This is an optimization exercise on Yosys and OpenROAD, whose aim is small area and a short achievable clock period, not a production implementation. RTL that was checked went through simulation tests only; none was proved equivalent to the original.

==> flow/design.v <==
module debounce(clk,rst_n,nextButton,buttonOut);
input clk;
input rst_n;
input nextButton;
output buttonOut;
reg buttonOut;
reg button_pressed, button_not_pressed;
reg button_state;
always @ (posedge clk or negedge rst_n)
begin
	if (!rst_n)
		begin
		button_pressed <= 1'b0;
		button_not_pressed <= 1'b0;
		buttonOut <= 1'b0;
		end
	else
		begin
		button_pressed <= !nextButton & !button_state & !button_pressed;
		button_not_pressed <= nextButton & button_state & !button_not_pressed;
		if (nextButton & button_state)
			buttonOut <= 1'b0;
		else if (button_pressed)
			buttonOut <= 1'b1;
		end
end
always @ (posedge clk)
begin
	if (rst_n)
		begin
		if (button_not_pressed)
			button_state <= 1'b0;
		else if (button_pressed)
			button_state <= 1'b1;
		end
end
endmodule
module countvote(clk,result,status_switch,counter_A, counter_B, counter_DC_A, counter_DC_B, counter_MD_A, counter_MD_B,
						  counter_VA_A, counter_VA_B);
input clk;
input status_switch;
input[28:0] counter_A;
input[28:0] counter_B;
input[28:0] counter_DC_A;
input[28:0] counter_DC_B;
input[28:0] counter_MD_A;
input[28:0] counter_MD_B;
input[28:0] counter_VA_A;
input[28:0] counter_VA_B;
output[3:0] result;
reg[3:0] result;
function greater;
	input [28:0] a;
	input [28:0] b;
	integer i;
	begin
		greater = 1'b0;
		for (i = 0; i < 29; i = i + 1)
			greater = a[i] & !b[i] | (a[i] | !b[i]) & greater;
	end
endfunction
wire gt    = greater(counter_A, counter_B);
wire gt_dc = greater(counter_DC_A, counter_DC_B);
wire gt_md = greater(counter_MD_A, counter_MD_B);
wire gt_va = greater(counter_VA_A, counter_VA_B);
always @ (posedge clk)
begin
	result[3] <= status_switch;
	result[2] <= status_switch ? gt_dc : gt;
	result[1] <= status_switch ? gt_md : 1'b1;
	result[0] <= status_switch ? gt_va : 1'b1;
end
endmodule
module segmentdisplay(clk, rst_n, DC_switch, MD_switch, VA_switch,
						  counter_A, counter_B, counter_DC_A, counter_DC_B, counter_MD_A, counter_MD_B,
						  counter_VA_A, counter_VA_B, counter_total, counter_DC_total, counter_MD_total, counter_VA_total,
						  LED_out0, LED_out1, LED_out2, LED_out3, LED_out4, LED_out5, LED_out6, LED_out7);
parameter SPLIT = 16;
input clk;
input rst_n;
input DC_switch;
input MD_switch;
input VA_switch;
input[28:0] counter_A;
input[28:0] counter_B;
input[28:0] counter_DC_A;
input[28:0] counter_DC_B;
input[28:0] counter_MD_A;
input[28:0] counter_MD_B;
input[28:0] counter_VA_A;
input[28:0] counter_VA_B;
input[28:0] counter_total;
input[28:0] counter_DC_total;
input[28:0] counter_MD_total;
input[28:0] counter_VA_total;
output [6:0] LED_out0;
output [6:0] LED_out1;
output [6:0] LED_out2;
output [6:0] LED_out3;
output [6:0] LED_out4;
output [6:0] LED_out5;
output [6:0] LED_out6;
output [6:0] LED_out7;
reg [4:0] timer;
reg [1:0] group;      
reg tagA, tagC;       
function [6:0] seg;
	input [3:0] d;
	case (d)
	4'd0: seg = 7'b1000000;
	4'd1: seg = 7'b1111001;
	4'd2: seg = 7'b0100100;
	4'd3: seg = 7'b0110000;
	4'd4: seg = 7'b0011001;
	4'd5: seg = 7'b0010010;
	4'd6: seg = 7'b0000010;
	4'd7: seg = 7'b1111000;
	4'd8: seg = 7'b0000000;
	4'd9: seg = 7'b0011000;
	default: seg = 7'b1000000;
	endcase
endfunction
always @ (posedge clk or negedge rst_n)
	if (!rst_n)
		timer <= 5'd0;
	else if (timer == 5'd24)
		timer <= 5'd0;
	else
		timer <= timer + 5'd1;
always @ (posedge clk)
	if (DC_switch && !MD_switch && !VA_switch)
		group <= 2'd1;
	else if (MD_switch && !VA_switch && !DC_switch)
		group <= 2'd2;
	else if (VA_switch && !MD_switch && !DC_switch)
		group <= 2'd3;
	else
		group <= 2'd0;
wire slotA = timer < 5'd8;
wire slotB = !slotA && timer < 5'd16;
wire slotC = !slotA && !slotB;
wire g0 = group == 2'd0, g1 = group == 2'd1, g2 = group == 2'd2, g3 = group == 2'd3;
wire [28:0] sel = {29{slotA & g0}} & counter_A        | {29{slotA & g1}} & counter_DC_A |
                  {29{slotA & g2}} & counter_MD_A     | {29{slotA & g3}} & counter_VA_A |
                  {29{slotB & g0}} & counter_B        | {29{slotB & g1}} & counter_DC_B |
                  {29{slotB & g2}} & counter_MD_B     | {29{slotB & g3}} & counter_VA_B |
                  {29{slotC & g0}} & counter_total    | {29{slotC & g1}} & counter_DC_total |
                  {29{slotC & g2}} & counter_MD_total | {29{slotC & g3}} & counter_VA_total;
function integer maxval;
	input integer n;
	input integer k;
	integer m, p, j;
	begin
		m = (1 << n) - 1;
		p = 1;
		for (j = 0; j < k; j = j + 1) p = p * 10;
		if (m / p >= 10) maxval = 9;
		else maxval = m / p;
	end
endfunction
wire [27:0] st [0:29];      
assign st[0] = 28'd0;
reg [27:0] bcd_q;
reg [28-SPLIT:0] bin_q;
genvar n, k;
generate
	for (n = 1; n <= 29; n = n + 1) begin : step
		wire [27:0] prev = (n == SPLIT + 1) ? bcd_q : st[n-1];
		wire b = (n <= SPLIT) ? sel[29-n] : bin_q[29-n];
		wire [27:0] adj;
		for (k = 0; k < 7; k = k + 1) begin : dig
			if (maxval(n-1, k) >= 5)
				add3 c(.a(prev[4*k +: 4]), .y(adj[4*k +: 4]));
			else
				assign adj[4*k +: 4] = prev[4*k +: 4];
		end
		assign st[n] = {adj[26:0], b};
	end
endgenerate
always @ (posedge clk) begin
	bcd_q <= st[SPLIT];
	bin_q <= sel[28-SPLIT:0];
	tagA <= slotA;
	tagC <= slotC;
end
wire [27:0] bcd = st[29];
assign LED_out0 = seg(bcd[3:0]);
assign LED_out1 = seg(bcd[7:4]);
assign LED_out2 = seg(bcd[11:8]);
assign LED_out3 = seg(bcd[15:12]);
assign LED_out4 = seg(bcd[19:16]);
assign LED_out5 = seg(bcd[23:20]);
assign LED_out6 = seg(bcd[27:24]);
assign LED_out7 = {tagC, 1'b0, 1'b0, tagA, tagC, !tagA, !tagA && !tagC};
endmodule
module add3(a, y);
input [3:0] a;
output [3:0] y;
assign y[3] = a[3] | a[2] & (a[1] | a[0]);
assign y[2] = a[2] & !a[1] & !a[0] | a[3] & a[0];
assign y[1] = !a[2] & a[1] | a[2] & a[1] & a[0] | a[3] & !a[0];
assign y[0] = !a[3] & !a[2] & a[0] | a[2] & a[1] & !a[0] | a[3] & !a[0];
endmodule
module evm_display(clk, rst_n, button, DC_switch, MD_switch, VA_switch, status_switch,
                   counter_A, counter_B, counter_DC_A, counter_DC_B, counter_MD_A, counter_MD_B,
                   counter_VA_A, counter_VA_B, counter_total, counter_DC_total, counter_MD_total,
                   counter_VA_total,
                   nextButton, result,
                   LED_out0, LED_out1, LED_out2, LED_out3, LED_out4, LED_out5, LED_out6, LED_out7);
input clk;
input rst_n;
input button;
input DC_switch;
input MD_switch;
input VA_switch;
input status_switch;
input [28:0] counter_A;
input [28:0] counter_B;
input [28:0] counter_DC_A;
input [28:0] counter_DC_B;
input [28:0] counter_MD_A;
input [28:0] counter_MD_B;
input [28:0] counter_VA_A;
input [28:0] counter_VA_B;
input [28:0] counter_total;
input [28:0] counter_DC_total;
input [28:0] counter_MD_total;
input [28:0] counter_VA_total;
output nextButton;
output [3:0] result;
output [6:0] LED_out0;
output [6:0] LED_out1;
output [6:0] LED_out2;
output [6:0] LED_out3;
output [6:0] LED_out4;
output [6:0] LED_out5;
output [6:0] LED_out6;
output [6:0] LED_out7;
debounce bk1(.clk(clk),
             .rst_n(rst_n),
             .nextButton(button),
             .buttonOut(nextButton));
countvote bk3(.clk(clk),
              .status_switch(status_switch),
              .counter_A(counter_A),
              .counter_B(counter_B),
              .counter_DC_A(counter_DC_A),
              .counter_DC_B(counter_DC_B),
              .counter_MD_A(counter_MD_A),
              .counter_MD_B(counter_MD_B),
              .counter_VA_A(counter_VA_A),
              .counter_VA_B(counter_VA_B),
              .result(result));
segmentdisplay bk4(.clk(clk),
                   .rst_n(rst_n),
                   .DC_switch(DC_switch),
                   .MD_switch(MD_switch),
                   .VA_switch(VA_switch),
                   .counter_A(counter_A),
                   .counter_B(counter_B),
                   .counter_DC_A(counter_DC_A),
                   .counter_DC_B(counter_DC_B),
                   .counter_MD_A(counter_MD_A),
                   .counter_MD_B(counter_MD_B),
                   .counter_VA_A(counter_VA_A),
                   .counter_VA_B(counter_VA_B),
                   .counter_total(counter_total),
                   .counter_DC_total(counter_DC_total),
                   .counter_MD_total(counter_MD_total),
                   .counter_VA_total(counter_VA_total),
                   .LED_out0(LED_out0),
                   .LED_out1(LED_out1),
                   .LED_out2(LED_out2),
                   .LED_out3(LED_out3),
                   .LED_out4(LED_out4),
                   .LED_out5(LED_out5),
                   .LED_out6(LED_out6),
                   .LED_out7(LED_out7));
endmodule
clock: 36.0 ns
lec_check: 0
abc_area: 1
cap_margin: 20
core_margin: 2
core_utilization: 40
slew_margin: 20
synth_hierarchical: 1
standard.sh (not shown) runs the stock make flow with config.mk's settings and CLKGATE_MAP_FILE= SYNTH_SCRIPT=/design/flow/synth_recipe.tcl, a recipe that flattens the netlist after the stock synthesis.
==> flow/flow/run.sh <==
#!/bin/bash
# The standard layout (standard.sh) with two changes to how it is made:
#  - ABC maps for area first ("map -a") and then buffers and sizes, instead of
#    the stock area script's "map -B 0.9"; see flow/abc_area.script;
#  - the port buffers are the smallest buffer cell instead of the one
#    buffer_ports picks by default.
# The ORFS scripts folder is copied here with only abc_area.script replaced.
# Each step's full output goes to its own log file in this folder; ORFS also
# keeps per-step logs under orfs/logs.
set -euo pipefail
rm -rf scripts
cp -r "$FLOW_HOME/scripts" scripts
cp flow/abc_area.script scripts/abc_area.script
export SCRIPTS_DIR="$PWD/scripts"
export BUFFER_PORTS_ARGS="-buffer_cell sky130_fd_sc_hd__buf_1"
bash standard.sh synth > synth.log 2>&1
bash standard.sh floorplan > floorplan.log 2>&1
bash standard.sh place > place.log 2>&1
bash standard.sh cts > cts.log 2>&1
bash standard.sh route > route.log 2>&1
bash standard.sh finish > finish.log 2>&1
==> flow/flow/abc_area.script <==
strash
dch
map -a
topo
stime -c
buffer -c
upsize -c
dnsize -c
The baseline produced a clean layout.
Edit:
--- a/flow/design.v
+++ b/flow/design.v
@@ -120,35 +120,46 @@
 	default: seg = 7'b1000000;
 	endcase
 endfunction
 always @ (posedge clk or negedge rst_n)
 	if (!rst_n)
 		timer <= 5'd0;
-	else if (timer == 5'd24)
+	else if (timer[4] & timer[3])
 		timer <= 5'd0;
 	else
-		timer <= timer + 5'd1;
+		timer <= {timer[4] ^ (&timer[3:0]), timer[3] ^ (&timer[2:0]), timer[2] ^ (&timer[1:0]),
+		          timer[1] ^ timer[0], !timer[0]};
 always @ (posedge clk)
 	if (DC_switch && !MD_switch && !VA_switch)
 		group <= 2'd1;
 	else if (MD_switch && !VA_switch && !DC_switch)
 		group <= 2'd2;
 	else if (VA_switch && !MD_switch && !DC_switch)
 		group <= 2'd3;
 	else
 		group <= 2'd0;
-wire slotA = timer < 5'd8;
-wire slotB = !slotA && timer < 5'd16;
-wire slotC = !slotA && !slotB;
+wire slotA = !timer[4] & !timer[3];
+wire slotB = !timer[4] & timer[3];
+wire slotC = timer[4];
 wire g0 = group == 2'd0, g1 = group == 2'd1, g2 = group == 2'd2, g3 = group == 2'd3;
-wire [28:0] sel = {29{slotA & g0}} & counter_A        | {29{slotA & g1}} & counter_DC_A |
-                  {29{slotA & g2}} & counter_MD_A     | {29{slotA & g3}} & counter_VA_A |
-                  {29{slotB & g0}} & counter_B        | {29{slotB & g1}} & counter_DC_B |
-                  {29{slotB & g2}} & counter_MD_B     | {29{slotB & g3}} & counter_VA_B |
-                  {29{slotC & g0}} & counter_total    | {29{slotC & g1}} & counter_DC_total |
-                  {29{slotC & g2}} & counter_MD_total | {29{slotC & g3}} & counter_VA_total;
+wire [11:0] s = {slotC & g3, slotB & g3, slotA & g3,
+                 slotC & g2, slotB & g2, slotA & g2,
+                 slotC & g1, slotB & g1, slotA & g1,
+                 slotC & g0, slotB & g0, slotA & g0};
+wire [28:0] sel;
+genvar m;
+generate
+	for (m = 0; m < 29; m = m + 1) begin : mux
+		wire n0, n1, n2, n3;
+		m_a222oi r0(.A1(counter_A[m]),    .A2(s[0]),  .B1(counter_B[m]),    .B2(s[1]),  .C1(counter_total[m]),    .C2(s[2]),  .Y(n0));
+		m_a222oi r1(.A1(counter_DC_A[m]), .A2(s[3]),  .B1(counter_DC_B[m]), .B2(s[4]),  .C1(counter_DC_total[m]), .C2(s[5]),  .Y(n1));
+		m_a222oi r2(.A1(counter_MD_A[m]), .A2(s[6]),  .B1(counter_MD_B[m]), .B2(s[7]),  .C1(counter_MD_total[m]), .C2(s[8]),  .Y(n2));
+		m_a222oi r3(.A1(counter_VA_A[m]), .A2(s[9]),  .B1(counter_VA_B[m]), .B2(s[10]), .C1(counter_VA_total[m]), .C2(s[11]), .Y(n3));
+		m_nand4 o(.A(n0), .B(n1), .C(n2), .D(n3), .Y(sel[m]));
+	end
+endgenerate
 function integer maxval;
 	input integer n;
 	input integer k;
 	integer m, p, j;
 	begin
 		m = (1 << n) - 1;
@@ -166,13 +177,15 @@
 generate
 	for (n = 1; n <= 29; n = n + 1) begin : step
 		wire [27:0] prev = (n == SPLIT + 1) ? bcd_q : st[n-1];
 		wire b = (n <= SPLIT) ? sel[29-n] : bin_q[29-n];
 		wire [27:0] adj;
 		for (k = 0; k < 7; k = k + 1) begin : dig
-			if (maxval(n-1, k) >= 5)
+			if (maxval(n-1, k) >= 5 && k == 6)
+				add3_top c(.a(prev[4*k +: 4]), .y(adj[4*k +: 3]));
+			else if (maxval(n-1, k) >= 5)
 				add3 c(.a(prev[4*k +: 4]), .y(adj[4*k +: 4]));
 			else
 				assign adj[4*k +: 4] = prev[4*k +: 4];
 		end
 		assign st[n] = {adj[26:0], b};
 	end
@@ -198,12 +211,28 @@
 output [3:0] y;
 assign y[3] = a[3] | a[2] & (a[1] | a[0]);
 assign y[2] = a[2] & !a[1] & !a[0] | a[3] & a[0];
 assign y[1] = !a[2] & a[1] | a[2] & a[1] & a[0] | a[3] & !a[0];
 assign y[0] = !a[3] & !a[2] & a[0] | a[2] & a[1] & !a[0] | a[3] & !a[0];
 endmodule
+module add3_top(a, y);
+input [3:0] a;
+output [2:0] y;
+assign y[2] = a[2] & !a[1] & !a[0] | a[3] & a[0];
+assign y[1] = !a[2] & a[1] | a[2] & a[1] & a[0] | a[3] & !a[0];
+assign y[0] = !a[3] & !a[2] & a[0] | a[2] & a[1] & !a[0] | a[3] & !a[0];
+endmodule
+module m_a221oi(input A1, A2, B1, B2, C1, output Y); assign Y = !(A1 & A2 | B1 & B2 | C1); endmodule
+module m_a222oi(input A1, A2, B1, B2, C1, C2, output Y); assign Y = !(A1 & A2 | B1 & B2 | C1 & C2); endmodule
+module m_nand4(input A, B, C, D, output Y); assign Y = !(A & B & C & D); endmodule
+module m_xnor2(input A, B, output Y); assign Y = !(A ^ B); endmodule
+module m_a22o(input A1, A2, B1, B2, output X); assign X = A1 & A2 | B1 & B2; endmodule
+module m_o21ai(input A1, A2, B1, output Y); assign Y = !((A1 | A2) & B1); endmodule
+module m_nand2b(input A_N, B, output Y); assign Y = !(!A_N & B); endmodule
+module m_nand2(input A, B, output Y); assign Y = !(A & B); endmodule
+module m_inv(input A, output Y); assign Y = !A; endmodule
 module evm_display(clk, rst_n, button, DC_switch, MD_switch, VA_switch, status_switch,
                    counter_A, counter_B, counter_DC_A, counter_DC_B, counter_MD_A, counter_MD_B,
                    counter_VA_A, counter_VA_B, counter_total, counter_DC_total, counter_MD_total,
                    counter_VA_total,
                    nextButton, result,
                    LED_out0, LED_out1, LED_out2, LED_out3, LED_out4, LED_out5, LED_out6, LED_out7);
Count of clock-buffer cells in the layout is unchanged.
Via count shrinks by 3.5%.
Critical path depth rises by 2.
Global-route usage goes down by 0.90 points.
Core utilization went up by 1.0 points.
Design area increases by about 3%.
Fmax drops by about 0.9%.
Synthesized area is higher by about 1.6%.
Routed wire length drops by about 2.4%.
Worst setup slack loses 120 ps.
Sequential share of layout area falls by 0.20 points.
Only the layout flow was run in the second run of this note; the RTL was not checked for function there.

==> port drivers added, routing unchanged <==
No port has a modelled driver above. Below, the same layouts with a new extraction and two added sets of constraints. Step 1 assumes that a clkbuf_16 drives the clock port and a buf_2 every other input. Step 2, shift: input delay + t, output delay - t, t = (earliest + latest rising clock arrival at the registers) / 2. This alone moves slack from input paths to output paths. Slacks: ideal ports / drivers / drivers and shift; pairs: ideal ports / drivers.
run | shift t [ns] | setup slack, ns | hold WS [ns] | worst setup path after step 2 | worst slew at a driven data input, ns
the first run | 0.373 | 22.885 / 22.832 / 23.206 | 0.454 / 0.454 / 0.454 | register to output | 0.10
the second run | 0.363 | 22.762 / 22.712 / 23.076 | 0.448 / 0.448 / 0.448 | register to output | 0.14
After both steps setup and hold are still met in every run listed.
